Source: an optimization exercise on an open RTL-to-GDS flow (aim: a short achievable clock period and few clock cycles). Production flows keep margins and buffers that such runs may drop. At most, simulation tests tie the RTL to the original design; equivalence was not proved. Only the layout flow was run in runs 2 to 4; the RTL was not checked for function there. Power figures rest on the tool's default switching activity, not on a simulated workload.

==> design/flow/run.sh <==
#!/bin/bash
# synth_recipe.tcl (not shown) runs the flow's synth.tcl, then flattens the netlist and writes it again
# the make line also repeats each setting of config.mk as NAME=value (left out here)
make -C /OpenROAD-flow-scripts/flow DESIGN_CONFIG=/design/flow/config.mk WORK_HOME=/design/flow/orfs CLKGATE_MAP_FILE= SYNTH_SCRIPT=/design/flow/synth_recipe.tcl finish
==> design/flow/config.mk <==
export PLATFORM = sky130hd
export DESIGN_NAME = CPU
export DESIGN_NICKNAME = CPU
export VERILOG_FILES = /design/flow/design.v
export SDC_FILE = /design/flow/constraint.sdc
export NUM_CORES = 4
export LEC_CHECK = 0
export CAP_MARGIN = 20
export CORE_MARGIN = 2
export CORE_UTILIZATION = 40
export PLACE_DENSITY = 0.6
export SETUP_SLACK_MARGIN = 5
export SLEW_MARGIN = 20
==> design/flow/constraint.sdc <==
create_clock -name core_clock -period 11.0 [get_ports {clk}]
set_input_delay 2.2000 -clock core_clock [delete_from_list [all_inputs] [get_ports {clk}]]
set_output_delay 2.2000 -clock core_clock [all_outputs]
set_load 0.01 [all_outputs]
==> design/flow/design.v <==
module CPU (
    input  wire        clk,
    input  wire        rst,
    output wire [31:0] imem_addr,
    input  wire [31:0] imem_rdata,
    output wire [31:0] dmem_addr,
    output wire        dmem_we,
    output wire [ 3:0] dmem_wmask,
    output wire [31:0] dmem_wdata,
    input  wire [31:0] dmem_rdata,
    output wire        diffen,
    output wire [31:0] diffPC,
    output wire [31:0] diffInstr,
    output wire [31:0] nextPC
);
localparam [31:0] RESET_PC = 32'h80000000;
reg  [31:0] pc_f;
reg         valid_d;
reg  [31:0] pc_d, ins_d;
reg         pred_d;
reg         valid_x;
reg  [31:0] pc_x, ins_x;
reg  [31:0] a_x, b_x;           
reg         fa_x, fb_x;         
reg  [9:0]  aluop_x;            
reg         sel_alu_x, sel_ld_x, sel_dv_x;
reg  [31:0] dval_x;             
reg         br_x, jmp_x, predx_x, p8_x;
reg  [2:0]  f3_x;
reg  [31:0] tgt_x, pc4_x, alt_x;
reg         we_x;               
reg  [4:0]  rd_x;
reg         st_x;               
reg  [3:0]  wmask_x;
reg  [31:0] addr_x;
reg         csrw_x, csrs_x, ecall_x, ebreak_x;
reg  [3:0]  csrsel_x;           
reg         valid_w;
reg  [31:0] pc_w, ins_w, npc_w, res_w;
reg         halted;
reg  [31:0] rf [1:31];
reg  [31:0] mstatus, mtvec, mepc, mcause;
wire [31:0] ins_f = imem_rdata;
wire        f_jal = ins_f[6:0] == 7'b1101111;
wire        f_bb  = (ins_f[6:0] == 7'b1100011) & ins_f[31];
wire        pred_f = f_jal | f_bb;
wire [31:0] immJ_f = {{12{ins_f[31]}}, ins_f[19:12], ins_f[20], ins_f[30:21], 1'b0};
wire [31:0] immB_f = {{20{ins_f[31]}}, ins_f[7], ins_f[30:25], ins_f[11:8], 1'b0};
wire [31:0] tgtJ_f = pc_f + immJ_f;
wire [31:0] tgtB_f = pc_f + immB_f;
wire [31:0] tgt_f  = ins_f[3] ? tgtJ_f : tgtB_f;
assign imem_addr = pc_f;
wire [6:0] op  = ins_d[6:0];
wire [2:0] f3  = ins_d[14:12];
wire [4:0] rs1 = ins_d[19:15];
wire [4:0] rs2 = ins_d[24:20];
wire [4:0] rd  = ins_d[11:7];
wire d_lui   = op == 7'b0110111;
wire d_auipc = op == 7'b0010111;
wire d_jal   = op == 7'b1101111;
wire d_jalr  = op == 7'b1100111;
wire d_br    = op == 7'b1100011;
wire d_ld    = op == 7'b0000011;
wire d_st    = op == 7'b0100011;
wire d_opi   = op == 7'b0010011;
wire d_op    = op == 7'b0110011;
wire d_sys   = op == 7'b1110011;
wire d_csrrw = d_sys & (f3 == 3'b001);
wire d_csrrs = d_sys & (f3 == 3'b010);
wire d_csr   = d_csrrw | d_csrrs;
wire d_ecall = ins_d == 32'h00000073;
wire d_mret  = ins_d == 32'h30200073;
wire d_ebrk  = ins_d == 32'h00100073;
wire [31:0] immI = {{20{ins_d[31]}}, ins_d[31:20]};
wire [31:0] immS = {{20{ins_d[31]}}, ins_d[31:25], ins_d[11:7]};
wire [31:0] immB = {{20{ins_d[31]}}, ins_d[7], ins_d[30:25], ins_d[11:8], 1'b0};
wire [31:0] immU = {ins_d[31:12], 12'b0};
wire [31:0] immJ = {{12{ins_d[31]}}, ins_d[19:12], ins_d[20], ins_d[30:21], 1'b0};
wire [31:0] rv1 = (rs1 == 5'd0) ? 32'd0 : rf[rs1];
wire [31:0] rv2 = (rs2 == 5'd0) ? 32'd0 : rf[rs2];
wire [31:0] agu   = rv1 + (d_st ? immS : immI);
wire [31:0] pcimm = pc_d + (d_jal ? immJ : d_br ? immB : immU);
wire [31:0] pc4_d = pc_d + 32'd4;
wire [11:0] csra = ins_d[31:20];
wire [31:0] csr_old = (csra == 12'h341 | d_mret) ? mepc :
                      (csra == 12'h342)          ? mcause :
                      (csra == 12'h300)          ? mstatus :
                      (csra == 12'h305 | d_ecall) ? mtvec : 32'd0;
wire d_we = (d_lui | d_auipc | d_jal | d_jalr | d_ld | d_opi | d_op | d_csr) & (rd != 5'd0);
wire d_agi = (d_ld | d_st | d_jalr) & valid_x & we_x & (rd_x == rs1);
wire x_taken;
wire x_mispred;
wire x_p8kill;
wire kill_fd = valid_x & (x_mispred | ebreak_x);    
wire dkill   = kill_fd | x_p8kill;                   
wire stall   = valid_d & d_agi & ~dkill;
wire d_jump  = d_jalr | d_ecall | d_mret;           
wire redir_d = valid_d & d_jump & ~stall & ~dkill;
wire [31:0] tgt_d = d_jalr ? agu : (d_ecall | d_mret) ? csr_old : pcimm;
wire        predx_d = pred_d | d_jump;
wire [31:0] alt_d = predx_d ? pc4_d : tgt_d;
wire        vx_next = valid_d & ~stall & ~dkill;
wire rr  = d_op;
wire ri  = d_opi;
wire alu_add  = (ri & f3 == 3'b000) | (rr & f3 == 3'b000 & ~ins_d[30]);
wire alu_sub  = rr & f3 == 3'b000 & ins_d[30];
wire alu_sll  = (ri | rr) & f3 == 3'b001;
wire alu_slt  = (ri | rr) & f3 == 3'b010;
wire alu_sltu = (ri | rr) & f3 == 3'b011;
wire alu_xor  = (ri | rr) & f3 == 3'b100;
wire alu_srl  = (ri | rr) & f3 == 3'b101 & ~ins_d[30];
wire alu_sra  = (ri | rr) & f3 == 3'b101 & ins_d[30];
wire alu_or   = (ri | rr) & f3 == 3'b110;
wire alu_and  = (ri | rr) & f3 == 3'b111;
wire [31:0] dval_d = d_lui ? immU : d_auipc ? pcimm : d_csr ? csr_old : pc4_d;
wire fa_d = valid_x & we_x & (rd_x == rs1);
wire fb_d = valid_x & we_x & (rd_x == rs2) & ~d_opi;
wire [31:0] A = fa_x ? res_w : a_x;
wire [31:0] B = fb_x ? res_w : b_x;
wire [31:0] x_add = A + B;
wire [31:0] x_sub = A - B;
wire        x_eq  = A == B;
wire        x_lt  = $signed(A) < $signed(B);
wire        x_ltu = A < B;
wire [31:0] x_sll = A << B[4:0];
wire [31:0] x_srl = A >> B[4:0];
wire [31:0] x_sra = $signed(A) >>> B[4:0];
wire [31:0] alu =
      ({32{aluop_x[0]}} & x_add)
    | ({32{aluop_x[1]}} & x_sub)
    | ({32{aluop_x[2]}} & x_sll)
    | ({32{aluop_x[3]}} & {31'd0, x_lt})
    | ({32{aluop_x[4]}} & {31'd0, x_ltu})
    | ({32{aluop_x[5]}} & (A ^ B))
    | ({32{aluop_x[6]}} & x_srl)
    | ({32{aluop_x[7]}} & x_sra)
    | ({32{aluop_x[8]}} & (A | B))
    | ({32{aluop_x[9]}} & (A & B));
reg x_cond;
always @(*) begin
    case (f3_x)
        3'b000:  x_cond = x_eq;
        3'b001:  x_cond = ~x_eq;
        3'b100:  x_cond = x_lt;
        3'b101:  x_cond = ~x_lt;
        3'b110:  x_cond = x_ltu;
        3'b111:  x_cond = ~x_ltu;
        default: x_cond = 1'b0;
    endcase
end
assign x_taken   = br_x ? x_cond : jmp_x;
assign x_mispred = (x_taken ^ predx_x) & ~x_p8kill;
assign x_p8kill  = valid_x & br_x & x_cond & ~predx_x & p8_x & valid_d & ~pred_d;
reg [31:0] ld;
always @(*) begin
    case (f3_x)
        3'b000:  ld = {{24{dmem_rdata[7]}}, dmem_rdata[7:0]};
        3'b001:  ld = {{16{dmem_rdata[15]}}, dmem_rdata[15:0]};
        3'b100:  ld = {24'd0, dmem_rdata[7:0]};
        3'b101:  ld = {16'd0, dmem_rdata[15:0]};
        default: ld = dmem_rdata;
    endcase
end
wire [31:0] res_x = ({32{sel_alu_x}} & alu) | ({32{sel_ld_x}} & ld) | ({32{sel_dv_x}} & dval_x);
assign dmem_addr  = addr_x;
assign dmem_we    = st_x & ~rst;
assign dmem_wmask = wmask_x;
assign dmem_wdata = B;
wire [31:0] csr_new = csrs_x ? (dval_x | A) : A;
assign diffen    = valid_w;
assign diffPC    = pc_w;
assign diffInstr = ins_w;
assign nextPC    = npc_w;
always @(posedge clk) begin
    if (rst)
        pc_f <= RESET_PC;
    else if (kill_fd)
        pc_f <= alt_x;
    else if (redir_d)
        pc_f <= tgt_d;
    else if (!stall)
        pc_f <= pred_f ? tgt_f : pc_f + 32'd4;
end
always @(posedge clk) begin
    if (rst)
        valid_d <= 1'b0;
    else if (!stall)
        valid_d <= ~kill_fd & ~redir_d & ~halted;
    if (!stall) begin
        pc_d   <= pc_f;
        ins_d  <= ins_f;
        pred_d <= pred_f;
    end
end
always @(posedge clk) begin
    if (rst) begin
        valid_x <= 1'b0;
        we_x    <= 1'b0;
        st_x    <= 1'b0;
        csrw_x  <= 1'b0;
        ecall_x <= 1'b0;
        ebreak_x <= 1'b0;
        br_x    <= 1'b0;
        jmp_x   <= 1'b0;
        predx_x <= 1'b0;
    end else begin
        valid_x <= vx_next;
        we_x    <= vx_next & d_we;
        st_x    <= vx_next & d_st;
        csrw_x  <= vx_next & d_csr;
        ecall_x <= vx_next & d_ecall;
        ebreak_x <= vx_next & d_ebrk;
        br_x    <= vx_next & d_br;
        jmp_x   <= vx_next & (d_jal | d_jump);
        predx_x <= vx_next & predx_d;
    end
    pc_x    <= pc_d;
    ins_x   <= ins_d;
    a_x     <= rv1;
    b_x     <= d_opi ? immI : rv2;
    fa_x    <= fa_d;
    fb_x    <= fb_d;
    aluop_x <= {alu_and, alu_or, alu_sra, alu_srl, alu_xor, alu_sltu, alu_slt, alu_sll, alu_sub, alu_add};
    sel_alu_x <= d_op | d_opi;
    sel_ld_x  <= d_ld;
    sel_dv_x  <= ~(d_op | d_opi | d_ld);
    dval_x  <= dval_d;
    p8_x    <= immB == 32'd8;
    f3_x    <= f3;
    tgt_x   <= tgt_d;
    pc4_x   <= pc4_d;
    alt_x   <= alt_d;
    rd_x    <= rd;
    wmask_x <= (f3[1:0] == 2'b00) ? 4'b0001 : (f3[1:0] == 2'b01) ? 4'b0011 : 4'b1111;
    addr_x  <= agu;
    csrs_x  <= d_csrrs;
    csrsel_x <= {csra == 12'h342, csra == 12'h341, csra == 12'h305, csra == 12'h300};
end
always @(posedge clk) begin
    if (valid_x & we_x)
        rf[rd_x] <= res_x;
end
always @(posedge clk) begin
    if (rst) begin
        mstatus <= 32'h1800;
        mtvec   <= 32'd0;
        mepc    <= 32'd0;
        mcause  <= 32'd0;
    end else if (csrw_x) begin
        if (csrsel_x[0]) mstatus <= csr_new;
        if (csrsel_x[1]) mtvec   <= csr_new;
        if (csrsel_x[2]) mepc    <= csr_new;
        if (csrsel_x[3]) mcause  <= csr_new;
    end else if (ecall_x) begin
        mepc   <= pc_x;
        mcause <= 32'd11;
    end
end
always @(posedge clk) begin
    if (rst)
        halted <= 1'b0;
    else if (ebreak_x)
        halted <= 1'b1;
end
always @(posedge clk) begin
    if (rst)
        valid_w <= 1'b0;
    else
        valid_w <= valid_x;
    pc_w  <= pc_x;
    ins_w <= ins_x;
    npc_w <= x_taken ? tgt_x : pc4_x;
    res_w <= res_x;
end
endmodule
==> impl_metrics.json, run 1 <==
{
  "status": "timing/DRC/antenna clean",
  "hold_viol": 0,
  "first_pass_iters": 9,
  "ctsHoldBuffers": 0,
  "syn_nets": 6666,
  "slew_viol_final": 0,
  "worst_pin_slew_ns": 1.378,
  "grt_start_max_net_pins": 150,
  "htreeDepth": 4,
  "synthCells": 6405,
  "ys_seq_elements": 1676,
  "die_w_um": 458.2,
  "holdPathEnd": "ins_w[22]",
  "crit_type": "flip-flop to flip-flop",
  "skew_ns": 0.09881,
  "routed_wl_um": 339100,
  "drt_first_iter_violations": 8726,
  "start_kind": "flip-flop",
  "ioPinCount": 264,
  "top_register": "rf",
  "synth.avg_cell_area_um2": 12.88,
  "fin_crit_sh": 0.5443,
  "synth-async-reset-ratio": 0,
  "routed_wire_length_per_instance_um": 35.94,
  "r2r_setup_slack_ns": 5.01,
  "cts_tree": "done",
  "cts.sinks": 1676,
  "finalPower_mw": 15.34,
  "setup_violations": 0,
  "gr-total-overflow": 0,
  "netSwitchingPower_mw": 4.321,
  "area_growth_pct": 15.32,
  "yosysSeqAreaShare": 0.5348,
  "swShare": 0.2817,
  "max_clock_freq_ghz": 0.1670,
  "ys_warn_count": 1,
  "synth_edf_count": 1057,
  "grt_pass1_wl_um": 465400,
  "rsz0062_at_grt": "true",
  "required_ns": 11.77,
  "internal_power_mw": 11.02,
  "drive_gt1_frac": 0.1896,
  "fp-row-count": 166,
  "min-delay-start": "ins_x[22]",
  "dr_total_vias": 60740,
  "period_minus_slack_ns": 5.987,
  "min_path_type": "flip-flop to flip-flop",
  "viasPerCell": 6.439,
  "dp_hpwl_um": 230200,
  "drcViolationCount": 0,
  "tns_ns": 0,
  "clock_power_share": 0.394,
  "grt.total_usage": 0.3159,
  "reg2reg_depth": 19,
  "cp_max_fo": 18,
  "synth_top_flop_cell": "edfxtp_1",
  "die_h_um": 458.2,
  "ir_drop_mv": 0.1658,
  "first_global_vias": 58400,
  "maxCapViolCount": 0,
  "clk_pin_slew_worst_paths_ns": 0.06,
  "relSlewSlack": 0.08107,
  "ys_types": 107,
  "whs_path_depth": 0,
  "place.gp.congestion": 1.028,
  "fin_nets": 6855,
  "largest_reg_flops": 992,
  "cts_root_buf": "clkbuf_16",
  "cts_buffers": 176,
  "worstSkewPairLatency_ns": 0.87,
  "coreArea_um2": 204800,
  "clock_path_buffers": 3,
  "numPortBuffers": 262,
  "power.leakage_nw": 33.52,
  "rr_endpoint": "pc_f[22]",
  "r2r-start": "ins_d[4]",
  "cp-end-kind": "flip-flop",
  "p_seq_frac": 0.453,
  "dieArea_um2": 210000,
  "synth_area_um2": 82520,
  "p_comb_frac": 0.154,
  "antenna_found_initial": 26,
  "initial_core_util": 0.4030,
  "arrival_ns": 6.76,
  "ant_nets": 0,
  "powerDensity_nw_per_um2": 161.2
}
## placed cells by master, fill, tap and decap left out, types with 21 or more instances in the layout
cell	n
nor2b_1	30
a21o_1	84
mux2i_1	235
a31oi_1	29
or3_1	28
nor3_1	70
nor2_4	34
mux2_2	71
nand2b_1	33
a221oi_1	42
edfxtp_1	1057
a22oi_1	27
and3_1	36
clkdlybuf4s50_1	260
nand2_1	347
o31ai_1	28
dfxtp_1	606
clkinv_1	24
o21ai_0	264
o21bai_1	27
a21oi_1	433
clkbuf_1	33
inv_1	176
a22o_1	25
xnor2_1	108
a222oi_1	26
clkinv_2	21
nor2_1	605
a211oi_1	166
o211ai_1	38
clkbuf_16	183
nand3_1	79
mux4_2	575
buf_4	160
xor2_1	55
ha_1	190
## what timing repair did
action                     4_1_cts  5_1_grt
setup buffers                   11        6
gates cloned                     4        1
setup endpoints to repair      426      337
pin swaps                        3        1
gates resized for setup         43       36
## stage by stage
step	setup slack (ns)	util	hold slack, ns	cells	cell area (um2)
3_3_place_gp	4.122	0.4326	0.3131	9076	88590
4_1_cts	4.963	0.4634	0.3253	9410	94890
6_report	5.013	0.4647	0.3238	9433	95160
3_5_place_dp	4.061	0.4328	0.3121	9081	88640
2_1_floorplan	5.003	-	0.3096	6405	82530
5_1_grt	4.851	0.4646	0.3299	9423	95140
## synth_stat cells (43+ instances only)
cell type	number	area (um2)
a211oi_1	171	1284
a21o_1	84	630.6
a21oi_1	435	2177
a221oi_1	43	376.6
buf_1	71	266.5
clkbuf_1	330	1239
dfxtp_1	619	12390
edfxtp_1	1057	31740
ha_1	190	2377
inv_1	179	671.9
mux2_2	71	799.5
mux2i_1	253	2532
mux4_2	575	12950
nand2_1	350	1314
nand3_1	81	405.4
nor2_1	641	2406
nor3_1	72	360.4
o21ai_0	275	1376
xnor2_1	109	954.7
xor2_1	57	499.2
## power groups by stage
stage / Combinational (mW) / Clock (mW) / Sequential (mW)
floorplan: 1.31 / 0 / 6.99
global placement: 2.25 / 0 / 7.08
detailed placement: 2.25 / 0 / 7.08
CTS: 2.29 / 6.09 / 6.94
global route: 2.46 / 6.34 / 6.94
finish: 2.36 / 6.04 / 6.94
## routing by layer
metal  share of wire  up-vias  track usage  wire, um
li1                -    25190            -         -
met2            0.44     3763       0.4693    148800
met3            0.10      712      0.06760     34130
met1            0.40    31060       0.4305    134300
met4           0.064       11       0.1755     21740
met5         0.00051        -     0.004822       174
## area by class of cell
cell class	count	area [um2]
flip-flops and latches	1676	44170
diodes	15	37.54
fillers	18140	109600
inverters	182	683.2
well taps	2688	3363
clock buffers	233	4920
multi-input cells	4102	36670
repair buffers	456	4414
clock inverters	81	902.1
## cells by family after synthesis
logic type                 count (synthesis)  synth area share
other                                      1        0.00004544
muxes                                    900            0.1974
adders and majority gates                195           0.03002
AOI/OAI and AO/OA                       1441            0.1145
buffers and inverters                    628           0.02976
and+or+nand+nor                         1398           0.07576
xor gates and xnor gates                 166           0.01762
DFF                                     1676            0.5348
## worst max-delay path, stage by stage (launching register included)
cell and delay (ns):
edfxtp_1 0.59, nand2b_1 0.29, nor2_1 0.15, nand3_1 0.27
nor2_1 0.54, nor2_2 0.07, buf_4 0.24, nor2b_1 0.13
buf_4 0.23, a21o_1 0.22, ha_1 0.31, a21oi_1 0.43
nand4b_1 0.35, o21ai_0 0.47, xor2_1 0.26, a22oi_1 0.42
o21a_1 0.23, a21oi_1 0.07, a2111oi_0 0.45, a31o_1 0.16
## worst max path at each step
| stage | endpoint | from | cells after the start |
|---|---|---|---|
| floorplan | rf[10][29] | fb_x | 16 |
| global placement | pc_f[31] | flip-flop | 17 |
| detailed placement | pc_f[31] | flip-flop | 17 |
| CTS | alt_x[27] | flip-flop | 15 |
| global route | pc_f[31] | flip-flop | 18 |
| finish | pc_f[22] | ins_d[4] | 19 |
Testbench counts, summed over its fixed seeds: cycles 47,886.
==> inputs of run 2 (changes only) <==
--- a/design/flow/design.v
+++ b/design/flow/design.v
@@ -20,2 +20,3 @@
 reg         pred_d;
+reg  [31:0] rv1_d, rv2_d;       
 reg         valid_x;
@@ -23,3 +24,2 @@
 reg  [31:0] a_x, b_x;           
-reg         fa_x, fb_x;         
 reg  [9:0]  aluop_x;            
@@ -39,2 +39,4 @@
 reg  [31:0] pc_w, ins_w, npc_w, res_w;
+reg         we_w;
+reg  [4:0]  rd_w;
 reg         halted;
@@ -52,2 +54,6 @@
 assign imem_addr = pc_f;
+wire [4:0]  rs1_f = ins_f[19:15];
+wire [4:0]  rs2_f = ins_f[24:20];
+wire [31:0] rf1_f = (rs1_f == 5'd0) ? 32'd0 : (we_w & (rd_w == rs1_f)) ? res_w : rf[rs1_f];
+wire [31:0] rf2_f = (rs2_f == 5'd0) ? 32'd0 : (we_w & (rd_w == rs2_f)) ? res_w : rf[rs2_f];
 wire [6:0] op  = ins_d[6:0];
@@ -78,4 +84,4 @@
 wire [31:0] immJ = {{12{ins_d[31]}}, ins_d[19:12], ins_d[20], ins_d[30:21], 1'b0};
-wire [31:0] rv1 = (rs1 == 5'd0) ? 32'd0 : rf[rs1];
-wire [31:0] rv2 = (rs2 == 5'd0) ? 32'd0 : rf[rs2];
+wire [31:0] rv1 = (we_w & (rd_w == rs1)) ? res_w : rv1_d;
+wire [31:0] rv2 = (we_w & (rd_w == rs2)) ? res_w : rv2_d;
 wire [31:0] agu   = rv1 + (d_st ? immS : immI);
@@ -89,3 +95,3 @@
 wire d_we = (d_lui | d_auipc | d_jal | d_jalr | d_ld | d_opi | d_op | d_csr) & (rd != 5'd0);
-wire d_agi = (d_ld | d_st | d_jalr) & valid_x & we_x & (rd_x == rs1);
+wire d_agi = (d_ld | d_st | d_jalr) & we_x & (rd_x == rs1);
 wire x_taken;
@@ -115,6 +121,6 @@
 wire [31:0] dval_d = d_lui ? immU : d_auipc ? pcimm : d_csr ? csr_old : pc4_d;
-wire fa_d = valid_x & we_x & (rd_x == rs1);
-wire fb_d = valid_x & we_x & (rd_x == rs2) & ~d_opi;
-wire [31:0] A = fa_x ? res_w : a_x;
-wire [31:0] B = fb_x ? res_w : b_x;
+wire fa_d = we_x & (rd_x == rs1);
+wire fb_d = we_x & (rd_x == rs2);
+wire [31:0] A = a_x;
+wire [31:0] B = b_x;
 wire [31:0] x_add = A + B;
@@ -192,2 +198,7 @@
         pred_d <= pred_f;
+        rv1_d  <= rf1_f;
+        rv2_d  <= rf2_f;
+    end else begin
+        rv1_d  <= rv1;
+        rv2_d  <= rv2;
     end
@@ -218,6 +229,4 @@
     ins_x   <= ins_d;
-    a_x     <= rv1;
-    b_x     <= d_opi ? immI : rv2;
-    fa_x    <= fa_d;
-    fb_x    <= fb_d;
+    a_x     <= fa_d ? res_x : rv1;
+    b_x     <= d_opi ? immI : fb_d ? res_x : rv2;
     aluop_x <= {alu_and, alu_or, alu_sra, alu_srl, alu_xor, alu_sltu, alu_slt, alu_sll, alu_sub, alu_add};
@@ -239,4 +248,4 @@
 always @(posedge clk) begin
-    if (valid_x & we_x)
-        rf[rd_x] <= res_x;
+    if (we_w)
+        rf[rd_w] <= res_w;
 end
@@ -265,6 +274,10 @@
 always @(posedge clk) begin
-    if (rst)
+    if (rst) begin
         valid_w <= 1'b0;
-    else
+        we_w    <= 1'b0;
+    end else begin
         valid_w <= valid_x;
+        we_w    <= we_x;
+    end
+    rd_w  <= rd_x;
     pc_w  <= pc_x;
==> impl_metrics.json, run 2 <==
{
  "viasPerCell": 6.437,
  "synth_edf_count": 1057,
  "synth_common_cells": "edfxtp_1, nor2_1, dfxtp_1, mux4_2, a21oi_1",
  "routed_wl_um": 340700,
  "clock_path_buffers": 3,
  "cp-endpoint": "pc_f[28]",
  "slew_viol_final": 0,
  "ys_types": 99,
  "coreArea_um2": 215000,
  "period_minus_slack_ns": 5.880,
  "ir_drop_mv": 0.1531,
  "grt.total_usage": 0.2993,
  "top_layer_used": "met5",
  "first_pass_iters": 9,
  "first_global_vias": 62930,
  "area_growth_pct": 14.64,
  "cp-end-kind": "flip-flop",
  "antenna_found_initial": 30,
  "layout.cells.most_common": "edfxtp_1",
  "fp-row-count": 170,
  "synthCells": 7068,
  "fin_util": 0.4618,
  "rsz0062_at_grt": "false",
  "min-delay-start": "ins_x[20]",
  "cts_buffers": 182,
  "cp_max_fo": 15,
  "slowest_stage": "o31ai_1",
  "place.gp.congestion": 0.9938,
  "ys_warn_count": 1,
  "wl_met2_um": 154700,
  "yosysMostFrequentCell": "edfxtp_1",
  "wl_met1_um": 132900,
  "worstSetupStartpoint": "ins_d[19]",
  "wl_met3_um": 35000,
  "drt_first_iter_violations": 9269,
  "synthTopCellsByArea": "edfxtp_1, dfxtp_1, mux4_2, mux2i_1, nor2_1",
  "synth_top_area_share": 0.3664,
  "dr_total_vias": 65940,
  "gr-total-overflow": 0,
  "skew_ns": 0.07693,
  "drcViolationCount": 0,
  "dieArea_um2": 220300,
  "ioPinCount": 264,
  "grt_start_max_net_pins": 127,
  "required_ns": 11.77,
  "fin_nets": 7503,
  "synth_top_area_cell": "edfxtp_1",
  "top_register": "rf",
  "die_h_um": 469.4,
  "ant_nets": 0,
  "initial_core_util": 0.4029,
  "max_clock_freq_ghz": 0.1701,
  "largest_reg_flops": 992,
  "grt_pass1_wl_um": 476100,
  "syn_nets": 7329,
  "start_kind": "flip-flop",
  "worst-path-stages": 18,
  "synth_top_flop_cell": "edfxtp_1",
  "arrival_ns": 6.65,
  "powerDensity_nw_per_um2": 158.6,
  "synth.avg_cell_area_um2": 12.26,
  "cts_tree": "done",
  "critPathTopFamily": "compound AO/OA/AOI/OAI gates",
  "setup_violations": 0,
  "min_path_type": "flip-flop to flip-flop",
  "fin_crit_sh": 0.5346,
  "ctsHoldBuffers": 0,
  "crit_buf_inv": 2,
  "crit_type": "flip-flop to flip-flop",
  "power.leakage_nw": 34.85,
  "tns_ns": 0,
  "worstSkewPairLatency_ns": 0.87,
  "reg2reg_depth": 18,
  "htreeDepth": 4,
  "critical_path.cell_chain": "xor2_1 > nor4_1 > and3_2 > buf_6 > mux2i_1 > inv_1 > ha_1 > nand2_1 > a211oi_1 > a21oi_2 > o21a_1 > o31ai_1 > o311a_1 > nor4_1 > o21a_1 > a211oi_2 > a21oi_1 > a32oi_1",
  "synth_area_um2": 86630,
  "multi_input_area_um2": 39070,
  "worst_pin_slew_ns": 1.331,
  "ys_seq_elements": 1729,
  "cts_root_buf": "clkbuf_16",
  "maxCapViolCount": 0,
  "clk_pin_slew_worst_paths_ns": 0.07,
  "yosysSeqAreaShare": 0.5217,
  "cp_slowest_stage_delay_ns": 0.75,
  "cts.sinks": 1729,
  "drive_gt1_frac": 0.1718,
  "r2r_setup_slack_ns": 5.12,
  "relSlewSlack": 0.1048,
  "r2r-start": "ins_d[19]",
  "dp_hpwl_um": 228400,
  "synth-async-reset-ratio": 0,
  "mostFrequentLayoutCells": "edfxtp_1, nor2_1, dfxtp_1, mux4_2, a21oi_1",
  "hold_ws_ns": 0.2711,
  "seq_area_um2": 45220,
  "numPortBuffers": 262,
  "fillers": 19120,
  "hold_viol": 0,
  "rr_endpoint": "pc_f[28]",
  "status": "timing/DRC/antenna clean",
  "routed_wire_length_per_instance_um": 33.26,
  "die_w_um": 469.4
}
## run 2: cell types whose count changed in the layout (fill, tap and decap cells not counted), sizes merged, moves of 32 or more
cell | previous run | this run
nor2 | 643 | 696
o22ai | 20 | 67
o21ai | 283 | 410
dfxtp | 619 | 672
mux4 | 575 | 543
a211oi | 172 | 210
inv | 187 | 234
buf | 191 | 243
mux2i | 253 | 357
a21oi | 436 | 520
## run 2: power breakdown
part	internal, mW	total, mW	switching (mW)
combinational	0.825	2.29	1.46
sequential	6.99	7.15	0.155
clock	3.58	6.32	2.74
## run 2: cell type report
type,instances,share of cell area
inverter,231,0.008806
clock buffer,244,0.05026
timing repair inverter,1,0.00005039
tap,2838,0.03575
multi-input combinational,4603,0.3934
timing repair buffer,494,0.04475
sequential,1729,0.4553
clock inverter,96,0.01144
antenna,8,0.0002016
## run 2: repair_timing
item	in CTS	in global routing
pin swaps	0	2
gates cloned	0	1
resized for setup	13	27
setup buffers	0	12
setup endpoints to repair	159	151
## run 2: metal layers
metal,GRT usage,vias to the layer above
met2,0.4681,4155
met3,0.05786,777
met1,0.4036,33340
met5,0,-
met4,0.1358,8
li1,-,27650
## run 2: cells by family (layout without fill, tap and decap cells)
| group | count (synthesis) | after routing | share of synthesized area |
|---|---|---|---|
| buf+inv | 736 | 1066 | 0.03277 |
| compound gates | 1762 | 1762 | 0.1311 |
| other cells | 1 | 9 | 0.00004329 |
| simple gates | 1501 | 1501 | 0.07671 |
| flops | 1729 | 1729 | 0.5217 |
| mux | 969 | 969 | 0.1914 |
| fa+ha+maj | 195 | 195 | 0.02860 |
| xor+xnor | 175 | 175 | 0.01769 |
## run 2: how the worst min path moves through the flow
stage | to | slack, ns | cells past startpoint
6_report | ins_w[20] | 0.27 | 0
5_1_grt | ins_w[20] | 0.27 | 0
4_1_cts | ins_w[20] | 0.26 | 0
3_5_place_dp | ins_w[31] | 0.31 | 0
3_3_place_gp | ins_w[6] | 0.31 | 0
2_1_floorplan | ins_w[0] | 0.31 | 0
## run 2: per-stage QoR
stage	total power [mW]	cells	setup WS, ns	area, um2
after floorplan	8.514	7068	5.001	86640
after global placement	9.477	9880	3.958	92890
after detailed placement	9.482	9882	4.002	92910
after CTS	15.73	10220	4.975	99080
after global routing	16.17	10240	4.986	99300
final	15.75	10240	5.120	99310
==> inputs of run 3 (changes only) <==
--- a/design/flow/design.v
+++ b/design/flow/design.v
@@ -20,3 +20,4 @@
 reg         pred_d;
-reg  [31:0] rv1_d, rv2_d;       
+reg  [31:0] oh1_d, oh2_d;       
+reg         byp1_d, byp2_d;     
 reg         valid_x;
@@ -56,4 +57,4 @@
 wire [4:0]  rs2_f = ins_f[24:20];
-wire [31:0] rf1_f = (rs1_f == 5'd0) ? 32'd0 : (we_w & (rd_w == rs1_f)) ? res_w : rf[rs1_f];
-wire [31:0] rf2_f = (rs2_f == 5'd0) ? 32'd0 : (we_w & (rd_w == rs2_f)) ? res_w : rf[rs2_f];
+wire [31:0] oh1_f = (32'd1 << rs1_f) & ~32'd1;
+wire [31:0] oh2_f = (32'd1 << rs2_f) & ~32'd1;
 wire [6:0] op  = ins_d[6:0];
@@ -84,4 +85,14 @@
 wire [31:0] immJ = {{12{ins_d[31]}}, ins_d[19:12], ins_d[20], ins_d[30:21], 1'b0};
-wire [31:0] rv1 = (we_w & (rd_w == rs1)) ? res_w : rv1_d;
-wire [31:0] rv2 = (we_w & (rd_w == rs2)) ? res_w : rv2_d;
+reg  [31:0] rfr1, rfr2;
+integer k;
+always @(*) begin
+    rfr1 = 32'd0;
+    rfr2 = 32'd0;
+    for (k = 1; k < 32; k = k + 1) begin
+        rfr1 = rfr1 | ({32{oh1_d[k]}} & rf[k]);
+        rfr2 = rfr2 | ({32{oh2_d[k]}} & rf[k]);
+    end
+end
+wire [31:0] rv1 = byp1_d ? res_w : rfr1;
+wire [31:0] rv2 = byp2_d ? res_w : rfr2;
 wire [31:0] agu   = rv1 + (d_st ? immS : immI);
@@ -101,3 +112,3 @@
 wire dkill   = kill_fd | x_p8kill;                   
-wire stall   = valid_d & d_agi & ~dkill;
+wire stall   = valid_d & d_agi;
 wire d_jump  = d_jalr | d_ecall | d_mret;           
@@ -190,3 +201,3 @@
 always @(posedge clk) begin
-    if (rst)
+    if (rst | kill_fd)
         valid_d <= 1'b0;
@@ -198,7 +209,9 @@
         pred_d <= pred_f;
-        rv1_d  <= rf1_f;
-        rv2_d  <= rf2_f;
+        oh1_d  <= oh1_f;
+        oh2_d  <= oh2_f;
+        byp1_d <= we_x & (rd_x == rs1_f);
+        byp2_d <= we_x & (rd_x == rs2_f);
     end else begin
-        rv1_d  <= rv1;
-        rv2_d  <= rv2;
+        byp1_d <= we_x & (rd_x == rs1);
+        byp2_d <= we_x & (rd_x == rs2);
     end
==> design/flow/flow/run.sh (new file) <==
#!/bin/bash
set -euo pipefail
bash standard.sh finish SETUP_SLACK_MARGIN=6 > standard.log 2>&1
==> design/flow/standard.sh (new file) <==
#!/bin/bash
# synth_recipe.tcl (not shown) runs the flow's synth.tcl, then flattens the netlist and writes it again
# the make line also repeats each setting of config.mk as NAME=value (left out here)
make -C /OpenROAD-flow-scripts/flow DESIGN_CONFIG=/design/flow/config.mk WORK_HOME=/design/flow/orfs CLKGATE_MAP_FILE= SYNTH_SCRIPT=/design/flow/synth_recipe.tcl "${@:-finish}"
--- a/design/flow/config.mk
+++ b/design/flow/config.mk
@@ -11,3 +11,2 @@
 export PLACE_DENSITY = 0.6
-export SETUP_SLACK_MARGIN = 5
 export SLEW_MARGIN = 20
removed: design/flow/run.sh
==> impl_metrics.json, run 3 <==
{
  "setup_violations": 0,
  "routed_wire_length_per_instance_um": 40.33,
  "fin_nets": 7547,
  "status": "timing/DRC/antenna clean",
  "clk_pin_slew_worst_paths_ns": 0.06,
  "yosysMostFrequentCell": "edfxtp_1",
  "rsz0062_at_grt": "true",
  "worstSkewPairLatency_ns": 0.89,
  "cp-end-kind": "flip-flop",
  "ys_seq_elements": 1729,
  "critPathTopFamily": "compound AO/OA/AOI/OAI gates",
  "crit_buf_inv": 5,
  "numPortBuffers": 262,
  "r2r-start": "byp1_d",
  "drcViolationCount": 0,
  "layout.cells.most_common": "edfxtp_1",
  "crit_path_frequent_cell": "inv_1",
  "synth-async-reset-ratio": 0,
  "worstSetupStartpoint": "byp1_d",
  "cp-endpoint": "pc_f[16]",
  "fillers": 18050,
  "period_minus_slack_ns": 5.120,
  "slowest_stage": "o221ai_1",
  "start_kind": "flip-flop",
  "r2r_setup_slack_ns": 5.88,
  "top_register": "rf",
  "worst_pin_slew_ns": 1.264,
  "arrival_ns": 5.83,
  "max_clock_freq_ghz": 0.1953,
  "cts_buffers": 178,
  "power.leakage_nw": 33.33,
  "htreeDepth": 4,
  "ys_warn_count": 1,
  "routed_wl_um": 407600,
  "clock_power_share": 0.393,
  "antenna_found_initial": 20,
  "hold_viol": 0,
  "first_global_vias": 67230,
  "grt.total_usage": 0.3816,
  "first_pass_iters": 9,
  "skew_ns": 0.1003,
  "synth_common_cells": "edfxtp_1, nor2_1, dfxtp_1, a21oi_1, a22oi_1",
  "viasPerCell": 7.188,
  "slew_viol_final": 0,
  "relSlewSlack": 0.1493,
  "maxCapViolCount": 0,
  "syn_nets": 7310,
  "coreArea_um2": 199900,
  "internal_power_mw": 11.45,
  "die_w_um": 452.7,
  "cts.sinks": 1729,
  "reg2reg_depth": 18,
  "mostFrequentLayoutCells": "edfxtp_1, nor2_1, dfxtp_1, a22oi_1, a21oi_1",
  "cts_root_buf": "clkbuf_16",
  "dp.cells": 9728,
  "grt_start_max_net_pins": 90,
  "largest_reg_flops": 992,
  "synthTopCellsByArea": "edfxtp_1, dfxtp_1, a22oi_1, a221oi_1, a22o_1",
  "grt_pass1_wl_um": 547100,
  "ioPinCount": 264,
  "drive_gt1_frac": 0.1277,
  "min_path_type": "flip-flop to flip-flop",
  "p_seq_frac": 0.451,
  "dieArea_um2": 204900,
  "ant_nets": 0,
  "ctsHoldBuffers": 0,
  "synth.avg_cell_area_um2": 11.42,
  "stdcell_count": 10110,
  "synth_edf_count": 1119,
  "fp-row-count": 164,
  "synth_area_um2": 80520,
  "ir_drop_mv": 0.1736,
  "cp_slowest_stage_delay_ns": 0.61,
  "dr_total_vias": 72650,
  "clock_path_buffers": 3,
  "synth_top_flop_cell": "edfxtp_1",
  "ys_types": 102,
  "rr_endpoint": "pc_f[16]",
  "synthCells": 7049,
  "die_h_um": 452.7,
  "p_comb_frac": 0.156,
  "crit_type": "flip-flop to flip-flop",
  "place.gp.congestion": 1.023,
  "swShare": 0.2859,
  "netSwitchingPower_mw": 4.584,
  "synth_top_area_cell": "edfxtp_1",
  "cp_max_fo": 26,
  "required_ns": 11.71,
  "synth_top_area_share": 0.4173,
  "initial_core_util": 0.4029,
  "area_growth_pct": 17.09,
  "drt_first_iter_violations": 14820,
  "yosysSeqAreaShare": 0.5689,
  "gr-total-overflow": 0,
  "fin_crit_sh": 0.4654,
  "powerDensity_nw_per_um2": 170.1,
  "tns_ns": 0,
  "critical_path.cell_chain": "buf_6 > inv_1 > buf_12 > o32a_1 > ha_1 > inv_1 > fa_1 > nor2b_2 > o31ai_4 > a211o_1 > and2_2 > o21ai_0 > a21oi_1 > xnor2_2 > o221ai_1 > inv_1 > a21oi_1 > o21ai_1",
  "cts_tree": "done",
  "dp_hpwl_um": 248500,
  "worst-path-stages": 18
}
## run 3: changes by cell type in the layout (fill, tap and decap cells not counted), sizes merged, moves of 69 or more
| cell | change |
|---|---|
| a221oi | +305 |
| a21oi | -74 |
| a211oi | -86 |
| a22o | +286 |
| nand3 | +69 |
| a22oi | +426 |
| mux2i | -307 |
| nand4 | +128 |
| mux4 | -486 |
| o21ai | -197 |
## run 3: stage by stage
stage	cell area, um2	setup slack [ns]	total power [mW]	hold slack [ns]	utilization
final	94290	5.881	16.04	0.3261	0.4718
after global routing	94270	5.790	16.37	0.3323	0.4717
after CTS	93390	5.831	15.86	0.3267	0.4673
after detailed placement	86830	4.404	9.662	0.3121	0.4344
after global placement	86810	4.364	9.657	0.3137	0.4343
after floorplan	80600	5.882	8.537	0.3096	-
## run 3: worst min-delay path by stage
| stage | start | end | slack (ns) | depth (start not counted) |
|---|---|---|---|---|
| after floorplan | ins_x[0] | ins_w[0] | 0.31 | 0 |
| after detailed placement | ins_x[30] | ins_w[30] | 0.31 | 0 |
| final | ins_x[17] | ins_w[17] | 0.33 | 0 |
| after CTS | ins_x[19] | ins_w[19] | 0.33 | 0 |
| after global placement | ins_x[17] | ins_w[17] | 0.31 | 0 |
| after global routing | ins_x[19] | ins_w[19] | 0.33 | 0 |
## run 3: worst register-to-register path, stage by stage (launching register included)
cell	delay, ns
dfxtp_4	0.47
buf_6	0.31
inv_1	0.26
buf_12	0.30
o32a_1	0.37
ha_1	0.24
inv_1	0.07
fa_1	0.48
nor2b_2	0.21
o31ai_4	0.09
a211o_1	0.28
and2_2	0.26
o21ai_0	0.20
a21oi_1	0.13
xnor2_2	0.25
o221ai_1	0.61
inv_1	0.20
a21oi_1	0.18
o21ai_1	0.09
## run 3: cells by family after synthesis
logic type	after synthesis	share of synthesized area
multiplexers	183	0.03279
AND/OR/NAND/NOR	1730	0.1013
buffers and inverters	674	0.03251
AO/OA/AOI/OAI	2369	0.2154
XOR/XNOR	168	0.01827
flip-flops	1729	0.5689
adder cells (fa/ha/maj)	195	0.03077
other	1	0.00004657
## run 3: power by group through the flow
stage | clock (mW) | combinational, mW | sequential, mW
3_3_place_gp | 0 | 2.30 | 7.36
4_1_cts | 6.30 | 2.34 | 7.22
2_1_floorplan | 0 | 1.23 | 7.31
3_5_place_dp | 0 | 2.30 | 7.36
6_report | 6.30 | 2.51 | 7.23
5_1_grt | 6.56 | 2.58 | 7.23
## run 3: routing by layer
metal,vias up,global-route usage,wire (um)
met4,32,0.2509,35330
met1,35260,0.4668,141500
met3,1997,0.1579,63060
met2,7142,0.5499,167100
li1,28220,-,-
met5,-,0.006763,602
## run 3: area by class of cell
cell class,count,area (um2),share of cell area
antenna,12,30.03,0.0003185
sequential,1729,45830,0.4861
tap,2656,3323,0.03524
timing repair buffer,551,5054,0.05360
clock inverter,101,1171,0.01242
multi-input combinational,4647,33280,0.3530
clock buffer,232,4915,0.05212
inverter,179,684.4,0.007258
## run 3: timing repair
| action | CTS | global route |
|---|---|---|
| gates cloned | 1 | 0 |
| setup endpoints to repair | 146 | 84 |
| setup buffers | 19 | 14 |
| pin swaps | 7 | 20 |
| resized for setup | 89 | 165 |
==> inputs of run 4 (changes only) <==
--- a/design/flow/design.v
+++ b/design/flow/design.v
@@ -20,2 +20,5 @@
 reg         pred_d;
+reg  [31:0] tgtf_d;             
+reg  [31:0] auipc_d;            
+reg  [31:0] pc4_d;
 reg  [31:0] oh1_d, oh2_d;       
@@ -54,2 +57,4 @@
 wire [31:0] tgt_f  = ins_f[3] ? tgtJ_f : tgtB_f;
+wire [31:0] tgtU_f = pc_f + {ins_f[31:12], 12'b0};
+wire [31:0] pc4_f  = pc_f + 32'd4;
 assign imem_addr = pc_f;
@@ -98,4 +103,2 @@
 wire [31:0] agu   = rv1 + (d_st ? immS : immI);
-wire [31:0] pcimm = pc_d + (d_jal ? immJ : d_br ? immB : immU);
-wire [31:0] pc4_d = pc_d + 32'd4;
 wire [11:0] csra = ins_d[31:20];
@@ -113,6 +116,4 @@
 wire stall   = valid_d & d_agi;
-wire d_jump  = d_jalr | d_ecall | d_mret;           
-wire redir_d = valid_d & d_jump & ~stall & ~dkill;
-wire [31:0] tgt_d = d_jalr ? agu : (d_ecall | d_mret) ? csr_old : pcimm;
-wire        predx_d = pred_d | d_jump;
+wire [31:0] tgt_d = d_jalr ? agu : (d_ecall | d_mret) ? csr_old : tgtf_d;
+wire        predx_d = pred_d;
 wire [31:0] alt_d = predx_d ? pc4_d : tgt_d;
@@ -131,3 +132,3 @@
 wire alu_and  = (ri | rr) & f3 == 3'b111;
-wire [31:0] dval_d = d_lui ? immU : d_auipc ? pcimm : d_csr ? csr_old : pc4_d;
+wire [31:0] dval_d = d_lui ? immU : d_auipc ? auipc_d : d_csr ? csr_old : pc4_d;
 wire fa_d = we_x & (rd_x == rs1);
@@ -195,6 +196,4 @@
         pc_f <= alt_x;
-    else if (redir_d)
-        pc_f <= tgt_d;
     else if (!stall)
-        pc_f <= pred_f ? tgt_f : pc_f + 32'd4;
+        pc_f <= pred_f ? tgt_f : pc4_f;
 end
@@ -204,3 +203,3 @@
     else if (!stall)
-        valid_d <= ~kill_fd & ~redir_d & ~halted;
+        valid_d <= ~halted;
     if (!stall) begin
@@ -209,2 +208,5 @@
         pred_d <= pred_f;
+        tgtf_d <= tgt_f;
+        auipc_d <= tgtU_f;
+        pc4_d  <= pc4_f;
         oh1_d  <= oh1_f;
@@ -237,3 +239,3 @@
         br_x    <= vx_next & d_br;
-        jmp_x   <= vx_next & (d_jal | d_jump);
+        jmp_x   <= vx_next & (d_jal | d_jalr | d_ecall | d_mret);
         predx_x <= vx_next & predx_d;
==> impl_metrics.json, run 4 <==
{
  "reg2reg_depth": 18,
  "cts_tree": "done",
  "grt.total_usage": 0.3726,
  "first_global_vias": 65750,
  "routed_wire_length_per_instance_um": 40.25,
  "crit_type": "flip-flop to flip-flop",
  "netSwitchingPower_mw": 4.775,
  "antenna_found_initial": 35,
  "worst_pin_slew_ns": 1.383,
  "die_w_um": 456.0,
  "fin_crit_sh": 0.4728,
  "clock_power_share": 0.394,
  "tns_ns": 0,
  "htreeDepth": 4,
  "ioPinCount": 264,
  "placed_area_um2": 87940,
  "maxCapViolCount": 0,
  "fin_nets": 7413,
  "layout.cells.most_common": "edfxtp_1",
  "ys_seq_elements": 1810,
  "mostFrequentLayoutCells": "edfxtp_1, dfxtp_1, nor2_1, a22oi_1, a21oi_1",
  "place.gp.congestion": 0.9832,
  "swShare": 0.2838,
  "p_comb_frac": 0.152,
  "routed_wl_um": 402700,
  "top_register": "rf",
  "power.leakage_nw": 33.78,
  "rsz0062_at_grt": "true",
  "skew_ns": 0.06111,
  "synth_top_area_share": 0.4409,
  "synth_edf_count": 1200,
  "yosysMostFrequentCell": "edfxtp_1",
  "r2r-start": "oh1_d[12]",
  "yosysSeqAreaShare": 0.5904,
  "drt_first_iter_violations": 15490,
  "place_ws_ns": 4.573,
  "relSlewSlack": 0.07546,
  "ctsHoldBuffers": 0,
  "dr_total_vias": 71410,
  "synth_area_um2": 81720,
  "p_seq_frac": 0.454,
  "internal_power_mw": 12.05,
  "clk_pin_slew_worst_paths_ns": 0.06,
  "critical_path.cell_chain": "buf_4 > a22o_1 > a221oi_1 > nand4_1 > nor3_1 > a21oi_1 > ha_1 > a21o_1 > a21o_1 > a21o_1 > a21o_1 > a21oi_1 > o31ai_4 > or2_1 > a31oi_4 > o21ai_2 > or4b_1 > nand3_1",
  "viasPerCell": 7.138,
  "cp-end-kind": "flip-flop",
  "period_minus_slack_ns": 5.200,
  "synthCells": 6948,
  "cts_buffers": 180,
  "synth.avg_cell_area_um2": 11.76,
  "dp_hpwl_um": 247300,
  "fin_util": 0.4696,
  "start_kind": "flip-flop",
  "status": "timing/DRC/antenna clean",
  "syn_nets": 7197,
  "initial_core_util": 0.4035,
  "stdcell_area_um2": 95100,
  "coreArea_um2": 202500,
  "arrival_ns": 5.97,
  "numPortBuffers": 262,
  "max_clock_freq_ghz": 0.1923,
  "gr-total-overflow": 0,
  "min_path_type": "flip-flop to flip-flop",
  "first_pass_iters": 7,
  "crit_path_frequent_cell": "a21o_1",
  "stdcell_count": 10010,
  "worstSkewPairLatency_ns": 0.88,
  "dp.cells": 9635,
  "hold_ws_ns": 0.3269,
  "worstSetupStartpoint": "oh1_d[12]",
  "ys_types": 93,
  "synth_top_area_cell": "edfxtp_1",
  "required_ns": 11.77,
  "fp-row-count": 165,
  "area_growth_pct": 16.37,
  "layout_setup_ws_ns": 5.800,
  "grt_pass1_wl_um": 542600,
  "dieArea_um2": 207900,
  "cts_root_buf": "clkbuf_16",
  "r2r_setup_slack_ns": 5.80,
  "die_h_um": 456.0,
  "largest_reg_flops": 992,
  "slowest_stage": "buf_4",
  "setup_violations": 0,
  "cp-endpoint": "alt_x[25]",
  "cp_slowest_stage_delay_ns": 0.63,
  "hold_viol": 0,
  "rr_endpoint": "alt_x[25]",
  "cts.sinks": 1810,
  "ir_drop_mv": 0.1740,
  "finalPower_mw": 16.82,
  "drcViolationCount": 0,
  "ant_nets": 0,
  "powerDensity_nw_per_um2": 176.9,
  "clock_path_buffers": 3,
  "synth_common_cells": "edfxtp_1, dfxtp_1, nor2_1, a21oi_1, clkbuf_1",
  "synth-async-reset-ratio": 0,
  "synthTopCellsByArea": "edfxtp_1, dfxtp_1, a221oi_1, a22oi_1, a22o_1",
  "ys_warn_count": 1,
  "slew_viol_final": 0,
  "synth_top_flop_cell": "edfxtp_1",
  "cp_max_fo": 23,
  "grt_start_max_net_pins": 105,
  "drive_gt1_frac": 0.1237
}
## run 4: how the worst min path moves through the flow
stage | start | endpoint | slack (ns) | depth (start not counted)
global placement | ins_x[3] | ins_w[3] | 0.31 | 0
floorplan | ins_x[0] | ins_w[0] | 0.31 | 0
detailed placement | ins_x[24] | ins_w[24] | 0.31 | 0
CTS | ins_x[0] | ins_w[0] | 0.33 | 0
finish | ins_x[25] | ins_w[25] | 0.33 | 0
global route | ins_x[0] | ins_w[0] | 0.33 | 0
## run 4: worst max-delay path, delay by kind of cell, from the launching register on
family / cells / cell delay, ns
compound gates: 11 / 2.31
simple gates: 5 / 1.23
buf+inv: 1 / 0.63
flops: 1 / 0.51
fa+ha+maj: 1 / 0.41
## run 4: area by class of cell
cell class              instances  area, um2
inverters                     203      773.2
clock buffers                 223       4878
diodes                         10      25.02
clock inverters               118       1444
fillers                     18090     107400
multi-input cells            4447      31550
flip-flops and latches       1810      48270
repair buffers                522       4822
well taps                    2672       3343
## run 4: routing by layer
| metal | vias up | share of wire | track usage |
|---|---|---|---|
| met2 | 7297 | 0.39 | 0.5040 |
| met3 | 1521 | 0.16 | 0.1422 |
| li1 | 27680 | - | - |
| met4 | 34 | 0.072 | 0.2117 |
| met5 | - | 0.00086 | 0.0009185 |
| met1 | 34880 | 0.37 | 0.5056 |
## run 4: logic make-up (layout without fill, tap and decap cells)
| logic type | Yosys count | in the layout | share of synthesized area |
|---|---|---|---|
| buffers and inverters | 691 | 1066 | 0.03286 |
| muxes | 263 | 263 | 0.04221 |
| AOI/OAI and AO/OA | 2240 | 2240 | 0.1985 |
| adders and majority gates | 183 | 183 | 0.02848 |
| other | 1 | 11 | 0.00004589 |
| DFF | 1810 | 1810 | 0.5904 |
| xor gates and xnor gates | 134 | 134 | 0.01436 |
| and+or+nand+nor | 1626 | 1626 | 0.09316 |
## run 4: repair_timing
action | in CTS | in global routing
pin swaps | 4 | 7
buffers inserted | 14 | 4
gates cloned | 0 | 0
gates resized for setup | 66 | 112
setup endpoints to repair | 161 | 112
## run 4: power groups by stage
stage / logic [mW] / clock network, mW / registers, mW
after CTS: 2.43 / 6.61 / 7.62
after detailed placement: 2.38 / 0 / 7.77
after global routing: 2.65 / 6.87 / 7.63
after global placement: 2.37 / 0 / 7.77
after floorplan: 1.29 / 0 / 7.69
final: 2.56 / 6.63 / 7.63
==> inputs of run 5 (changes only) <==
--- a/design/flow/design.v
+++ b/design/flow/design.v
@@ -34,2 +34,5 @@
 reg  [31:0] tgt_x, pc4_x, alt_x;
+reg         jalr_x;             
+reg  [31:0] sha_x;              
+reg  [4:0]  shamt_x;            
 reg         we_x;               
@@ -116,3 +119,3 @@
 wire stall   = valid_d & d_agi;
-wire [31:0] tgt_d = d_jalr ? agu : (d_ecall | d_mret) ? csr_old : tgtf_d;
+wire [31:0] tgt_d = (d_ecall | d_mret) ? csr_old : tgtf_d;    
 wire        predx_d = pred_d;
@@ -132,2 +135,3 @@
 wire alu_and  = (ri | rr) & f3 == 3'b111;
+wire d_shift  = alu_sll | alu_srl | alu_sra;
 wire [31:0] dval_d = d_lui ? immU : d_auipc ? auipc_d : d_csr ? csr_old : pc4_d;
@@ -142,5 +146,5 @@
 wire        x_ltu = A < B;
-wire [31:0] x_sll = A << B[4:0];
-wire [31:0] x_srl = A >> B[4:0];
-wire [31:0] x_sra = $signed(A) >>> B[4:0];
+wire [31:0] x_sll = sha_x << shamt_x;
+wire [31:0] x_srl = sha_x >> shamt_x;
+wire [31:0] x_sra = $signed(sha_x) >>> shamt_x;
 wire [31:0] alu =
@@ -195,3 +199,3 @@
     else if (kill_fd)
-        pc_f <= alt_x;
+        pc_f <= jalr_x ? addr_x : alt_x;
     else if (!stall)
@@ -254,2 +258,5 @@
     tgt_x   <= tgt_d;
+    jalr_x  <= d_jalr;
+    sha_x   <= d_shift ? (fa_d ? res_x : rv1) : 32'd0;
+    shamt_x <= d_shift ? (d_opi ? immI[4:0] : fb_d ? res_x[4:0] : rv2[4:0]) : 5'd0;
     pc4_x   <= pc4_d;
@@ -299,3 +306,3 @@
     ins_w <= ins_x;
-    npc_w <= x_taken ? tgt_x : pc4_x;
+    npc_w <= x_taken ? (jalr_x ? addr_x : tgt_x) : pc4_x;
     res_w <= res_x;
==> design/flow/flow/run.sh (replaced) <==
#!/bin/bash
set -euo pipefail
bash standard.sh finish SETUP_SLACK_MARGIN=6.3 > standard.log 2>&1
==> impl_metrics.json, run 5 <==
{
  "die_h_um": 462.8,
  "fin_nets": 7686,
  "cts.sinks": 1848,
  "setup_violations": 0,
  "synth_top_flop_cell": "edfxtp_1",
  "hold_viol": 0,
  "ys_types": 102,
  "place.gp.congestion": 1.017,
  "die_w_um": 462.8,
  "clk_pin_slew_worst_paths_ns": 0.06,
  "powerDensity_nw_per_um2": 171.1,
  "numPortBuffers": 262,
  "worst_pin_slew_ns": 1.341,
  "htreeDepth": 4,
  "grt_start_max_net_pins": 108,
  "dp_hpwl_um": 257400,
  "max_clock_freq_ghz": 0.2081,
  "reg2reg_depth": 15,
  "cp-end-kind": "flip-flop",
  "maxCapViolCount": 0,
  "synth_top_area_cell": "edfxtp_1",
  "critical_path.cell_chain": "buf_4 > buf_4 > a22o_1 > a221oi_1 > nand4_1 > nor3_1 > a21oi_1 > ha_2 > and3_1 > a311o_1 > a31oi_4 > o311a_1 > o31ai_4 > or4_1 > nand4_1",
  "ir_drop_mv": 0.1804,
  "min_path_type": "flip-flop to flip-flop",
  "top_register": "rf",
  "clock_path_buffers": 3,
  "layout_setup_ws_ns": 6.195,
  "finalPower_mw": 16.79,
  "worst-path-stages": 15,
  "whs_path_depth": 0,
  "initial_core_util": 0.4021,
  "routed_wire_length_per_instance_um": 38.94,
  "synth_edf_count": 1200,
  "cts_buffers": 190,
  "tns_ns": 0,
  "place_ws_ns": 4.734,
  "dr_total_vias": 73250,
  "yosysMostFrequentCell": "edfxtp_1",
  "synth-async-reset-ratio": 0,
  "routed_wl_um": 405700,
  "cts_tree": "done",
  "skew_ns": 0.07816,
  "area_growth_pct": 16.56,
  "grt.total_usage": 0.3633,
  "ioPinCount": 264,
  "required_ns": 11.77,
  "first_global_vias": 67590,
  "stdcell_area_um2": 98140,
  "placed_area_um2": 90640,
  "worstSkewPairLatency_ns": 0.88,
  "ant_nets": 0,
  "period_minus_slack_ns": 4.805,
  "relSlewSlack": 0.09904,
  "ctsHoldBuffers": 0,
  "synth_common_cells": "edfxtp_1, dfxtp_1, nor2_1, a21oi_1, a22oi_1",
  "drcViolationCount": 0,
  "layout.cells.most_common": "edfxtp_1",
  "ys_warn_count": 1,
  "status": "timing/DRC/antenna clean",
  "first_pass_iters": 10,
  "syn_nets": 7482,
  "cp_slowest_stage_delay_ns": 0.57,
  "crit_type": "flip-flop to flip-flop",
  "yosysSeqAreaShare": 0.5821,
  "critPathTopFamily": "compound AO/OA/AOI/OAI gates",
  "grt_pass1_wl_um": 550400,
  "antenna_found_initial": 31,
  "start_kind": "flip-flop",
  "synth_area_um2": 84190,
  "coreArea_um2": 209400,
  "crit_buf_inv": 2,
  "cp_max_fo": 18,
  "gr-total-overflow": 0,
  "slowest_stage": "a21oi_1",
  "drt_first_iter_violations": 15190,
  "fin_crit_sh": 0.4368,
  "mostFrequentLayoutCells": "edfxtp_1, dfxtp_1, nor2_1, a21oi_1, a22oi_1",
  "synthCells": 7234,
  "hold_ws_ns": 0.3204,
  "synth.avg_cell_area_um2": 11.64,
  "arrival_ns": 5.57,
  "largest_reg_flops": 992,
  "rsz0062_at_grt": "true",
  "cts_root_buf": "clkbuf_16",
  "drive_gt1_frac": 0.1270,
  "slew_viol_final": 0,
  "dieArea_um2": 214200,
  "fp-row-count": 168,
  "viasPerCell": 7.030,
  "power.leakage_nw": 34.03,
  "synthTopCellsByArea": "edfxtp_1, dfxtp_1, a22oi_1, a221oi_1, a22o_1",
  "ys_seq_elements": 1848,
  "synth_top_area_share": 0.4280
}
-- run 5: cell types whose count changed in the layout (fill, tap and decap cells not counted), moves of 33 or more --
cell / previous run / this run
a211oi_1: 108 / 206
nand2_1: 340 / 381
and2_1: 11 / 44
nor2b_1: 38 / 84
nor2_1: 549 / 487
nand3_1: 175 / 139
a21oi_1: 383 / 434
a221oi_1: 347 / 302
-- run 5: cell families after synthesis --
kind of cell,after synthesis,synth area share
multiplexers,250,0.03992
XOR/XNOR,126,0.01311
AO/OA/AOI/OAI,2424,0.2072
adder cells (fa/ha/maj),182,0.02749
AND/OR/NAND/NOR,1678,0.09575
flip-flops,1848,0.5821
other,1,0.00004454
buffers and inverters,725,0.03442
-- run 5: layout make-up --
type	instances	area (um2)
inverter	214	810.8
antenna	14	35.03
multi-input combinational	4661	33260
timing repair buffer	523	4822
clock inverter	107	1320
tap	2805	3510
sequential	1848	49060
fill	18920	111200
clock buffer	247	5319
-- run 5: worst paths after layout --
kind	slack, ns	endpoint	from
worst max-delay path	6.20	addr_x[29]	oh1_d[17]
worst min-delay path	0.32	ins_w[5]	ins_x[5]
worst max register to register	6.20	addr_x[29]	oh1_d[17]
worst min register to register	0.32	ins_w[5]	ins_x[5]
-- run 5: repair_timing --
action	CTS	global route
resized for setup	84	104
cloned	1	0
pin swaps	2	11
endpoints found under the setup margin	191	93
setup buffers	9	9
hold endpoints to repair	0	0
-- run 5: power by group --
group	total, mW	internal, mW	switching (mW)
Combinational	1.93	0.702	1.23
Clock	6.91	3.98	2.93
Sequential	7.95	7.53	0.417
Total	16.8	12.2	4.58
-- run 5: metrics by stage --
step | instances | util
final | 10420 | 0.4688
after detailed placement | 10030 | 0.4329
after floorplan | 7234 | -
after global routing | 10410 | 0.4686
after global placement | 10030 | 0.4327
after CTS | 10400 | 0.4663
-- run 5: per-layer routing --
layer / vias to the layer above / share of wire / GRT usage
met1: 35480 / 0.36 / 0.4615
met5: - / 0.0016 / 0.007576
met4: 34 / 0.075 / 0.2105
li1: 28720 / - / -
met2: 7126 / 0.41 / 0.5203
met3: 1884 / 0.16 / 0.1455
-- run 5: worst register-to-register path, delay by kind of cell (launching register included) --
kind	cells	cell delay, ns
AO/OA/AOI/OAI	7	1.96
adder cells (fa/ha/maj)	1	0.45
buffers and inverters	2	0.97
flip-flops	1	0.33
AND/OR/NAND/NOR	5	1.02
Testbench counts of run 5, summed over its fixed seeds: cycles 48,006.
==> inputs of run 6 (changes only) <==
==> design/flow/flow/run.sh (replaced) <==
#!/bin/bash
set -euo pipefail
bash standard.sh finish SETUP_SLACK_MARGIN=6.6 > standard.log 2>&1
==> impl_metrics.json, run 6 <==
{
  "cp_max_fo": 3,
  "cp-end-kind": "primary output",
  "rsz0062_at_grt": "true",
  "dp_hpwl_um": 256900,
  "initial_core_util": 0.4021,
  "grt_start_max_net_pins": 110,
  "synth_edf_count": 1200,
  "first_pass_iters": 8,
  "required_ns": 8.80,
  "synth-async-reset-ratio": 0,
  "stdcell_count": 10430,
  "drt_first_iter_violations": 14930,
  "p_comb_frac": 0.117,
  "clk_pin_slew_worst_paths_ns": 0.06,
  "routed_wl_um": 406800,
  "antenna_found_initial": 18,
  "gr-total-overflow": 0,
  "yosysMostFrequentCell": "edfxtp_1",
  "reg2reg_depth": 10,
  "grt_pass1_wl_um": 549300,
  "cts.sinks": 1848,
  "cts_buffers": 193,
  "worst_pin_slew_ns": 1.379,
  "fin_util": 0.4717,
  "critical_path.cell_chain": "buf_16 > nor2b_4 > buf_6",
  "dieArea_um2": 214200,
  "placed_area_um2": 90540,
  "worstSkewPairLatency_ns": 0.89,
  "rr_endpoint": "dval_x[21]",
  "layout_setup_ws_ns": 6.300,
  "ys_seq_elements": 1848,
  "internal_power_mw": 12.21,
  "synth_area_um2": 84190,
  "area_growth_pct": 17.31,
  "synthCells": 7234,
  "die_w_um": 462.8,
  "synth.avg_cell_area_um2": 11.64,
  "ys_types": 102,
  "slew_viol_final": 0,
  "start_kind": "primary input",
  "fin_nets": 7699,
  "crit_type": "primary input to primary output",
  "drcViolationCount": 0,
  "fin_crit_sh": 0.4273,
  "ctsHoldBuffers": 0,
  "min-delay-start": "ins_x[28]",
  "arrival_ns": 2.50,
  "cts_tree": "done",
  "synth_top_area_share": 0.4280,
  "ir_drop_mv": 0.1884,
  "r2r_setup_slack_ns": 6.51,
  "fp-row-count": 168,
  "ant_nets": 0,
  "drive_gt1_frac": 0.1399,
  "powerDensity_nw_per_um2": 170.0,
  "tns_ns": 0,
  "dp.cells": 10020,
  "swShare": 0.2730,
  "relSlewSlack": 0.07363,
  "ys_warn_count": 1,
  "hold_viol": 0,
  "status": "timing/DRC/antenna clean",
  "hold_ws_ns": 0.3242,
  "cp_slowest_stage_delay_ns": 0.10,
  "top_register": "rf",
  "power.leakage_nw": 34.15,
  "die_h_um": 462.8,
  "coreArea_um2": 209400,
  "maxCapViolCount": 0,
  "finalPower_mw": 16.79,
  "synthTopCellsByArea": "edfxtp_1, dfxtp_1, a22oi_1, a221oi_1, a22o_1",
  "slowest_stage": "buf_16",
  "min_path_type": "flip-flop to flip-flop",
  "place_ws_ns": 4.593,
  "htreeDepth": 4,
  "grt.total_usage": 0.3634,
  "largest_reg_flops": 992,
  "netSwitchingPower_mw": 4.583,
  "syn_nets": 7482,
  "synth_top_flop_cell": "edfxtp_1",
  "dr_total_vias": 72510,
  "mostFrequentLayoutCells": "edfxtp_1, dfxtp_1, nor2_1, a21oi_1, a22oi_1",
  "viasPerCell": 6.951,
  "period_minus_slack_ns": 4.700,
  "numPortBuffers": 262,
  "cts_root_buf": "clkbuf_16",
  "place.gp.congestion": 1.011,
  "synth_common_cells": "edfxtp_1, dfxtp_1, nor2_1, a21oi_1, a22oi_1",
  "clock_power_share": 0.409,
  "setup_violations": 0,
  "p_seq_frac": 0.474,
  "first_global_vias": 67010,
  "synth_top_area_cell": "edfxtp_1",
  "max_clock_freq_ghz": 0.2127,
  "skew_ns": 0.08734,
  "whs_path_depth": 0,
  "clock_path_buffers": 3,
  "ioPinCount": 264,
  "stdcell_area_um2": 98760,
  "layout.cells.most_common": "edfxtp_1",
  "r2r-start": "ins_d[5]",
  "yosysSeqAreaShare": 0.5821,
  "holdPathEnd": "ins_w[28]",
  "routed_wire_length_per_instance_um": 38.99
}
[run 6: power by group through the flow]
stage                     clock (mW)  combinational (mW)  sequential (mW)
after floorplan                    0                1.01             7.83
after global placement             0                1.79             8.07
after detailed placement           0                1.80             8.07
after CTS                       6.89                1.84             7.92
after global routing            7.14                2.05             7.93
final                           6.87                1.96             7.95
[run 6: worst max-delay path by stage]
stage / depth (start not counted) / to / from / slack [ns]
3_5_place_dp: 14 / tgtf_d[31] / imem_rdata[3] / 4.59
5_1_grt: 3 / dmem_we / rst / 6.29
4_1_cts: 3 / dmem_we / rst / 6.30
6_report: 3 / dmem_we / rst / 6.30
3_3_place_gp: 14 / tgtf_d[31] / imem_rdata[3] / 4.56
2_1_floorplan: 15 / tgtf_d[31] / imem_rdata[3] / 6.11
[run 6: cell type report]
type	count	area, um2
multi-input combinational	4661	33630
tap	2805	3510
clock inverter	105	1212
clock buffer	253	5418
antenna	13	32.53
inverter	214	810.8
timing repair buffer	533	5047
sequential	1848	49100
fill	18850	110600
[run 6: critical path: cells and delay by family]
family	cells	cell delay [ns]
buffers and inverters	2	0.20
and+or+nand+nor	1	0.09
[run 6: kinds of logic (layout without fill, tap and decap cells)]
kind of cell | Yosys count | count (layout) | share of synthesized area
buf+inv | 725 | 1105 | 0.03442
simple gates | 1678 | 1678 | 0.09575
mux | 250 | 250 | 0.03992
flops | 1848 | 1848 | 0.5821
xor+xnor | 126 | 126 | 0.01311
compound gates | 2424 | 2424 | 0.2072
other cells | 1 | 14 | 0.00004454
fa+ha+maj | 182 | 182 | 0.02749
[run 6: repair_timing]
item | in CTS | in global routing
setup endpoints to repair | 305 | 126
pin swaps | 11 | 35
cloned | 2 | 0
buffers inserted | 20 | 16
gates resized for setup | 234 | 155
[run 6: layer usage]
| metal | GRT usage | part of all wire |
|---|---|---|
| met5 | 0.006462 | 0.00062 |
| met4 | 0.2136 | 0.075 |
| met3 | 0.1395 | 0.15 |
| met2 | 0.5255 | 0.41 |
| met1 | 0.4601 | 0.36 |

static timing again, ports no longer ideal:
No port has a modelled driver above. Below, the same layouts with a new extraction and two added sets of constraints. Step 1 assumes that a clkbuf_16 drives the clock port and a buf_2 every other input. Step 2 moves the port delays by t, midway between the first and last clock arrival at a register: inputs arrive t later, outputs are due t later. That takes back most of the time a late clock gives input paths. Three values: ideal, step 1, step 2; two values: the first two.
run | t (ns) | setup WS [ns] | pins driven straight from the clock port
run 1 | 0.904 | 5.013 / 5.013 / 4.421 | 1
run 2 | 0.912 | 5.120 / 5.120 / 4.415 | 1
run 3 | 0.925 | 5.881 / 5.881 / 5.103 | 1
run 4 | 0.935 | 5.800 / 5.800 / 5.330 | 1
run 5 | 0.938 | 6.195 / 6.147 / 5.454 | 1
run 6 | 0.934 | 6.300 / 6.175 / 5.729 | 1
After both steps every run listed still meets setup and hold. The setup slack of run 3, which loses most, moves by 0.000 ns with the drivers and by -0.778 ns with both steps.
